This is an optimization exercise on Yosys and OpenROAD, whose aim is small area, not a production implementation.
The RTL was checked by simulation tests, not by an equivalence proof against the original design.
Power and IR drop assume default switching activity.

Design mtm_Alu, start of the top module:
module mtm_Alu (
    input  clk,
    input  rst_n,
    input  sin,
    output sout
);
clock: 10.0 ns
lec_check: 0
cap_margin: 20
core_margin: 2
core_utilization: 40
cts_buf_list: sky130_fd_sc_hd__clkbuf_8
slew_margin: 20
standard.sh (not shown) runs the stock make flow with config.mk's settings and CLKGATE_MAP_FILE= SYNTH_SCRIPT=/design/flow/synth_recipe.tcl, a recipe that flattens the netlist after the stock synthesis.
==> flow/flow/run.sh <==
#!/bin/bash
# Standard layout, with clock tree synthesis told not to add dummy loads.
set -euo pipefail
export CTS_ARGS="-sink_clustering_enable -repair_clock_nets -buf_list sky130_fd_sc_hd__clkbuf_8 -dont_use_dummy_load"
bash standard.sh > standard.log 2>&1
==> next run, changes <==
==> flow/flow/run.sh (replaced) <==
#!/bin/bash
# The standard layout (standard.sh), with three changes:
#  - synthesis maps logic with an area-oriented ABC script (ORFS's ABC_AREA
#    path, its script replaced by two rounds of "strash; dch; map -a"),
#  - no adder extraction (ADDER_MAP_FILE empty), so counters are left to ABC,
#  - clock tree synthesis adds no dummy loads.
# Registers come out of synthesis exactly as in the standard flow: ABC and the
# adder step only touch combinational logic.
set -euo pipefail
here=$PWD
rm -rf "$here/scripts_area"
cp -r "$FLOW_HOME/scripts" "$here/scripts_area"
printf 'strash\ndch\nmap -a\nstrash\ndch\nmap -a\n' > "$here/scripts_area/abc_area.script"
export SCRIPTS_DIR="$here/scripts_area"
export ADDER_MAP_FILE=
export ABC_AREA=1
export CTS_ARGS="-sink_clustering_enable -repair_clock_nets -buf_list sky130_fd_sc_hd__clkbuf_8 -dont_use_dummy_load"
bash standard.sh > standard.log 2>&1
Combinational power rises to 5.2 times its value. Flip-flop and latch count stays the same. Final cell count stays the same. Worst setup slack improved by 0.37 ns. Sequential share of layout area rises by 5.8 points. Fmax rises by 9.4%. Synthesized area falls by 12%. Via count falls by 0.59%. Total power rises by 28%.
==> next run, changes <==
--- a/flow/config.mk
+++ b/flow/config.mk
@@ -9,3 +9,3 @@
 export CORE_MARGIN = 2
-export CORE_UTILIZATION = 40
+export CORE_UTILIZATION = 65
 export CTS_BUF_LIST = sky130_fd_sc_hd__clkbuf_8
After rerunning:
- global-route usage rose by 11 points
- wire length goes up by 6.7%
- area after synthesis is unchanged
- total power climbs by 0.52%
- combinational power increases by about 3%
- utilization rises by 29 points
- sequential power barely changes
- final area went down by 1.2%
- die area is lower by 37%
- clock skew drops by 0.011 ns
==> next run, changes <==
--- a/flow/config.mk
+++ b/flow/config.mk
@@ -9,4 +9,5 @@
 export CORE_MARGIN = 2
-export CORE_UTILIZATION = 65
+export CORE_UTILIZATION = 80
 export CTS_BUF_LIST = sky130_fd_sc_hd__clkbuf_8
+export PLACE_DENSITY = 0.9
 export SLEW_MARGIN = 20
Result: Sequential share of layout area increases by 0.35 points; die area is lower by about 18%; register-to-register slack degrades by 0.40 ns.

========
Another version of the RTL of mtm_Alu (not shown whole).
For scale: ~99 flip-flops, roughly 3200 um2 of cells after synthesis.
==> flow/config.mk <==
export PLATFORM = sky130hd
export DESIGN_NAME = mtm_Alu
export DESIGN_NICKNAME = mtm_Alu
export VERILOG_FILES = /design/flow/design.v
export SDC_FILE = /design/flow/constraint.sdc
export NUM_CORES = 4
export LEC_CHECK = 0
export CAP_MARGIN = 20
export CORE_MARGIN = 2
export CORE_UTILIZATION = 40
export CTS_BUF_LIST = sky130_fd_sc_hd__clkbuf_8
export SLEW_MARGIN = 20
==> flow/constraint.sdc <==
create_clock -name core_clock -period 10.0 [get_ports {clk}]
set_input_delay 2.0000 -clock core_clock [delete_from_list [all_inputs] [get_ports {clk}]]
set_output_delay 2.0000 -clock core_clock [all_outputs]
set_load 0.01 [all_outputs]
==> flow/flow/run.sh <==
#!/bin/bash
# The standard layout (standard.sh), with these changes:
#  - synthesis maps logic with an area-oriented ABC script (ORFS's ABC_AREA
#    path, with its script replaced by the one below: 20 s of &deepsyn on
#    the AIG, then area mapping),
#  - no adder extraction (ADDER_MAP_FILE empty), so counters are left to ABC,
#  - the port buffers are the smallest buffer, sky130_fd_sc_hd__buf_1,
#  - clock tree synthesis adds no dummy loads.
# Registers come out of synthesis exactly as in the standard flow: ABC and the
# adder step only touch combinational logic.
set -euo pipefail
here=$PWD
rm -rf "$here/scripts_area"
cp -r "$FLOW_HOME/scripts" "$here/scripts_area"
printf 'strash\n&get -n\n&deepsyn -T 20\n&put\ndch\nmap -a\nstrash\n&get -n\n&dch\n&nf -a -R 100\n&put\n' > "$here/scripts_area/abc_area.script"
export SCRIPTS_DIR="$here/scripts_area"
export ADDER_MAP_FILE=
export ABC_AREA=1
export BUFFER_PORTS_ARGS="-buffer_cell sky130_fd_sc_hd__buf_1"
export CTS_ARGS="-sink_clustering_enable -repair_clock_nets -buf_list sky130_fd_sc_hd__clkbuf_2 -root_buf sky130_fd_sc_hd__clkbuf_8 -sink_clustering_size 8 -sink_clustering_max_diameter 30 -dont_use_dummy_load"
bash standard.sh > standard.log 2>&1
Rerun with:
--- a/flow/flow/run.sh
+++ b/flow/flow/run.sh
@@ -20 +20 @@
-export CTS_ARGS="-sink_clustering_enable -repair_clock_nets -buf_list sky130_fd_sc_hd__clkbuf_2 -root_buf sky130_fd_sc_hd__clkbuf_8 -sink_clustering_size 8 -sink_clustering_max_diameter 30 -dont_use_dummy_load"
+export CTS_ARGS="-sink_clustering_enable -repair_clock_nets -buf_list sky130_fd_sc_hd__clkbuf_4 -root_buf sky130_fd_sc_hd__clkbuf_8 -sink_clustering_size 10 -sink_clustering_max_diameter 40 -dont_use_dummy_load"
The changed run passed the timing, design-rule and antenna checks.
Via count stays the same.
Final area does not change.
Setup slack is unchanged.
Hold slack stays the same.
Sequential power stays flat.
Die area is unchanged.
Non-clock buffer count is unchanged.
Clock power barely changes.
Rerun with:
--- a/flow/flow/run.sh
+++ b/flow/flow/run.sh
@@ -4,2 +4 @@
-#    path, with its script replaced by the one below: 20 s of &deepsyn on
-#    the AIG, then area mapping),
+#    path, with its script replaced by the one below),
@@ -15 +14 @@
-printf 'strash\n&get -n\n&deepsyn -T 20\n&put\ndch\nmap -a\nstrash\n&get -n\n&dch\n&nf -a -R 100\n&put\n' > "$here/scripts_area/abc_area.script"
+printf 'strash\ndch\nmap -a\nstrash\n&get -n\n&dch\n&nf -a -R 100\n&put\n' > "$here/scripts_area/abc_area.script"
@@ -20 +19 @@
-export CTS_ARGS="-sink_clustering_enable -repair_clock_nets -buf_list sky130_fd_sc_hd__clkbuf_4 -root_buf sky130_fd_sc_hd__clkbuf_8 -sink_clustering_size 10 -sink_clustering_max_diameter 40 -dont_use_dummy_load"
+export CTS_ARGS="-sink_clustering_enable -repair_clock_nets -buf_list sky130_fd_sc_hd__clkbuf_8 -dont_use_dummy_load"
Sequential power climbs by about 3%.
Clock skew stays flat.
Utilization drops by 0.55 points.
Synthesized cell count climbs by 7.7%.
Via count climbs by 8.2%.
Hold slack is better by 7.8 ps.
Setup slack is worse by 390 ps.
Global-route usage climbs by 1.0 points.
Register-to-register slack is worse by 600 ps.
Wire length climbs by 12%.
Rerun with:
--- a/flow/flow/run.sh
+++ b/flow/flow/run.sh
@@ -4 +4,2 @@
-#    path, with its script replaced by the one below),
+#    path, with its script replaced by the one below: 20 s of &deepsyn on
+#    the AIG, then area mapping),
@@ -14 +15 @@
-printf 'strash\ndch\nmap -a\nstrash\n&get -n\n&dch\n&nf -a -R 100\n&put\n' > "$here/scripts_area/abc_area.script"
+printf 'strash\n&get -n\n&deepsyn -T 20\n&put\ndch\nmap -a\nstrash\n&get -n\n&dch\n&nf -a -R 100\n&put\n' > "$here/scripts_area/abc_area.script"
- core utilization rises by 0.55 points
- synthesized cell count went down by 7.2%
- hold slack loses 7.8 ps
- via count is lower by 7.6%
- global-route usage decreases by 1.0 points
- power is lower by 6.3%
- die area decreases by 4.4%
- cell area falls by 4.3%
- final cell count decreases by 6.0%
- count of clock-buffer cells in the layout does not change

========
mtm_Alu, a different RTL version from the one above (not shown whole).
For scale: roughly 4 I/O pins, about 4600 µm² of cells after synthesis.
clock: 10.0 ns
lec_check: 0
cap_margin: 20
core_margin: 2
core_utilization: 40
slew_margin: 20
run.sh (not shown) runs the stock make flow with config.mk's settings and CLKGATE_MAP_FILE= SYNTH_SCRIPT=/design/flow/synth_recipe.tcl, a recipe that flattens the netlist after the stock synthesis.
Stock flow here: none of the scripts above is used.
==> next run, changes <==
- CTS_BUF_LIST: not set -> sky130_fd_sc_hd__clkbuf_4
- CTS_CLUSTER_DIAMETER: not set -> 200
- CTS_CLUSTER_SIZE: not set -> 60
The changed run completed with no timing, DRC or antenna violations; power went down by 22%; final area went down by about 5.5%; cell count does not change; core utilization went down by 2.6 points; sequential share of layout area went up by 2.7 points; first-iteration DRC count went down by about 5.5%; wire length went down by about 1.4%; maximum frequency hardly moves; clock power went down by about 40%.

========
The RTL this note starts from:
==> flow/design.v <==
module mtm_Alu (
    input  clk,
    input  rst_n,
    input  sin,
    output sout
);
  reg [5:0] ph;
  always @(posedge clk) ph <= ph + 6'd1;
  wire tick = (ph[3:0] == 4'd15);
  reg  [63:0] ring;
  reg [3:0] bc;        
  reg [3:0] fc;        
  reg       cmd;       
  reg       h, hv;     
  reg [3:0] c4;        
  reg [2:0] op;
  reg [1:0] e;         
  wire      dead = |e;
  wire s_type = tick & (bc == 4'd14);
  wire s_pay  = tick & ((bc == 4'd15) | (bc <= 4'd6));    
  wire s_stop = tick & (bc == 4'd7);
  wire fb4    = c4[3] ^ sin;
  wire [3:0] c4n = {c4[2:0], 1'b0} ^ {2'b00, fb4, fb4};
  reg pend, run, resp, cy;
  reg fN, fZ, fC, fV;
  wire a   = ring[15];
  wire b   = ring[47];
  wire i0  = (ph == 6'd48);
  wire i31 = (ph == 6'd15);
  wire cin = i0 ? op[0] : cy;
  wire bb  = b ^ op[0];
  wire s   = a ^ bb ^ cin;
  wire co  = (a & bb) | (a & cin) | (bb & cin);
  wire r   = op[2] ? s : (op[0] ? (a | b) : (a & b));
  wire       dwr = hv & (ph[3:0] == ~{fc[0], bc[2:0]});
  wire [1:0] dsel = fc[2:1] + ph[5:4] + 2'd1;
  wire [3:0] we;
  assign we[0] = dwr & (dsel == 2'd0);
  assign we[1] = dwr & (dsel == 2'd1);
  assign we[2] = dwr & (dsel == 2'd2);
  assign we[3] = (dwr & (dsel == 2'd3)) | run;
  wire din = run ? r : h;
  genvar g;
  generate
    for (g = 0; g < 64; g = g + 1) begin : rg
      if (g % 16 == 0) begin : ins
        always @(posedge clk) ring[g] <= we[g / 16] ? din : ring[(g + 63) % 64];
      end else begin : sh
        always @(posedge clk) ring[g] <= ring[g - 1];
      end
    end
  endgenerate
  reg [3:0] tbc;       
  reg [2:0] tfc;       
  reg       so;
  reg       stg;       
  reg [2:0] c3;        
  wire txgo = (tbc == 4'd14) & ((resp & ~pend & ~run) | dead);
  wire       fet  = ~tfc[2] & ~tbc[3] & (ph[3:0] == ~{tfc[0], tbc[2:0]});
  wire [1:0] tsel = ph[5:4] + {1'b0, tfc[1]} + 2'd2;
  wire       tap  = (tsel == 2'd0) ? ring[15] :
                    (tsel == 2'd1) ? ring[31] :
                    (tsel == 2'd2) ? ring[47] : ring[63];
  always @(posedge clk) if (fet) stg <= tap;
  reg pv;              
  always @(*) begin
    if (!tfc[2]) pv = fet ? tap : stg;
    else if (dead)
      case (tbc[2:0])
        3'd0, 3'd7: pv = 1'b1;
        3'd1, 3'd4: pv = e[1] & e[0];
        3'd2, 3'd5: pv = e[1] & op[1];
        default:    pv = ~e[1];
      endcase
    else
      case (tbc[2:0])
        3'd0:    pv = 1'b1;
        3'd1:    pv = fN;
        3'd2:    pv = fZ;
        3'd3:    pv = fC;
        3'd4:    pv = fV;
        default: pv = c3[2];
      endcase
  end
  wire fb3 = c3[2] ^ pv;
  always @(posedge clk) begin
    if (!rst_n) begin
      bc   <= 4'd8;
      fc   <= 4'd0;
      c4   <= 4'd0;
      e    <= 2'd0;
      pend <= 1'b0;
      run  <= 1'b0;
      resp <= 1'b0;
    end else begin
      if (bc == 4'd8) begin
        if (!sin && !dead) bc <= tick ? 4'd14 : 4'd13;
      end else if (tick) bc <= bc + 4'd1;
      if (!dead) begin
        if (s_type) begin
          cmd <= sin;
          if (sin ^ fc[3]) e <= 2'b01;
        end
        if (s_stop && !cmd) fc <= fc + 4'd1;
        if (s_pay) begin
          c4 <= c4n;
          if (cmd) begin
            if (bc == 4'd15 && !sin) e <= 2'b01;
            if (bc <= 4'd2) op <= {op[1:0], sin};
            if (bc == 4'd2) pend <= 1'b1;
            if (bc == 4'd6) begin
              fc <= 4'd0;
              if (c4n != 4'd0) e <= 2'b11;
              else if (op[1]) e <= 2'b10;
              else resp <= 1'b1;
            end
          end
        end
      end
      if (pend && ph == 6'd47) begin
        pend <= 1'b0;
        run  <= 1'b1;
      end
      if (run && i31) run <= 1'b0;
      if (tick && txgo) resp <= 1'b0;
    end
  end
  always @(posedge clk) begin
    if (dwr) hv <= 1'b0;
    if (s_pay && !cmd) begin
      h  <= sin;
      hv <= 1'b1;
    end
  end
  always @(posedge clk) begin
    if (run) begin
      cy <= co;
      fZ <= (i0 | fZ) & ~r;
      if (i31) begin
        fN <= r;
        fC <= op[2] & (co ^ op[0]);
        fV <= op[2] & ~b & (a ^ s) & ~(a ^ op[0]);
      end
    end
  end
  always @(posedge clk) begin
    if (!rst_n) begin
      tbc <= 4'd14;
      so  <= 1'b1;
      c3  <= 3'd0;
    end else if (tick) begin
      case (tbc)
        4'd14: if (txgo) begin
          tbc <= 4'd15;
          tfc <= dead ? 3'd4 : 3'd0;
          so  <= 1'b0;
        end
        4'd13: ;
        4'd15: begin
          tbc <= 4'd0;
          so  <= tfc[2];
        end
        4'd8: begin
          tbc <= 4'd9;
          so  <= 1'b1;
        end
        4'd9: begin
          if (tfc[2]) tbc <= dead ? 4'd13 : 4'd14;
          else begin
            tbc <= 4'd15;
            tfc <= tfc + 3'd1;
            so  <= 1'b0;
          end
        end
        default: begin
          tbc <= tbc + 4'd1;
          so  <= pv;
          c3  <= {c3[1:0], 1'b0} ^ {1'b0, fb3, fb3};
        end
      endcase
    end
  end
  assign sout = so;
endmodule
==> flow/config.mk <==
export PLATFORM = sky130hd
export DESIGN_NAME = mtm_Alu
export DESIGN_NICKNAME = mtm_Alu
export VERILOG_FILES = /design/flow/design.v
export SDC_FILE = /design/flow/constraint.sdc
export NUM_CORES = 4
export LEC_CHECK = 0
export ABC_AREA = 1
export CAP_MARGIN = 20
export CORE_MARGIN = 2
export CORE_UTILIZATION = 40
export CTS_BUF_LIST = sky130_fd_sc_hd__clkbuf_8
export SLEW_MARGIN = 20
==> flow/constraint.sdc <==
create_clock -name core_clock -period 10.0 [get_ports {clk}]
set_input_delay 2.0000 -clock core_clock [delete_from_list [all_inputs] [get_ports {clk}]]
set_output_delay 2.0000 -clock core_clock [all_outputs]
set_load 0.01 [all_outputs]
The baseline completed with no timing, DRC or antenna violations.
Edit:
--- a/flow/config.mk
+++ b/flow/config.mk
@@ -8 +7,0 @@
-export ABC_AREA = 1
@@ -12 +11 @@
-export CTS_BUF_LIST = sky130_fd_sc_hd__clkbuf_8
+export CTS_BUF_LIST = sky130_fd_sc_hd__clkbuf_4 sky130_fd_sc_hd__clkbuf_8
Effect: Worst hold slack gets better by 0.0055 ns; cell area came out lower by about 4%; total power came out lower by 25%; synthesized cell count came out lower by about 17%; utilization came out lower by 1.3 points; wire length came out lower by about 8%; via count came out lower by 11%; clock power came out lower by about 5%; global-route usage came out lower by 1.3 points; worst setup slack gets worse by 0.12 ns; count of clock-buffer cells in the layout does not change.
Edit:
--- a/flow/config.mk
+++ b/flow/config.mk
@@ -11 +11 @@
-export CTS_BUF_LIST = sky130_fd_sc_hd__clkbuf_4 sky130_fd_sc_hd__clkbuf_8
+export CTS_BUF_LIST = sky130_fd_sc_hd__clkbuf_8
Result: Total power stays the same; clock-buffer cell count does not change; clock skew does not change; final area stays the same.

[static timing again, ports no longer ideal]
Ports are ideal in the flow. The routed layouts listed here were re-timed in OpenROAD. Step 1: set_driving_cell puts a clkbuf_16 on clk and a buf_2 on each other input, an assumption about the parent block. Step 2 moves the port delays by t, midway between the first and last clock arrival at a register: inputs arrive t later, outputs are due t later. That takes back most of the time a late clock gives input paths. Slacks: no drivers / after step 1 / after step 2; pairs: no drivers / after step 1.
run	t, ns	setup slack, ns	pins driven straight from the clock port
the first run of note 1	0.377	5.717 / 5.725 / 5.348	1
the second run of note 1	0.383	6.086 / 6.094 / 5.711	1
the third run of note 1	0.373	6.000 / 6.003 / 5.630	1
the fourth run of note 1	0.379	5.802 / 5.799 / 5.420	1
the first run of note 2	0.372	6.745 / 6.751 / 6.379	1
the second run of note 2	0.372	6.745 / 6.751 / 6.379	1
the third run of note 2	0.377	6.351 / 6.362 / 5.985	1
the fourth run of note 2	0.372	6.745 / 6.751 / 6.379	1
the first run of note 3	0.440	6.339 / 6.339 / 6.331	1
the second run of note 3	0.534	6.343 / 6.343 / 6.336	1
the first run of note 4	0.411	6.286 / 6.296 / 5.885	1
the second run of note 4	0.386	6.168 / 6.164 / 5.778	1
the third run of note 4	0.386	6.168 / 6.164 / 5.778	1
After both steps every run listed still meets setup and hold. For the first run of note 4, which loses most, drivers alone change the setup slack by +0.010 ns; drivers and shift together by -0.401 ns.
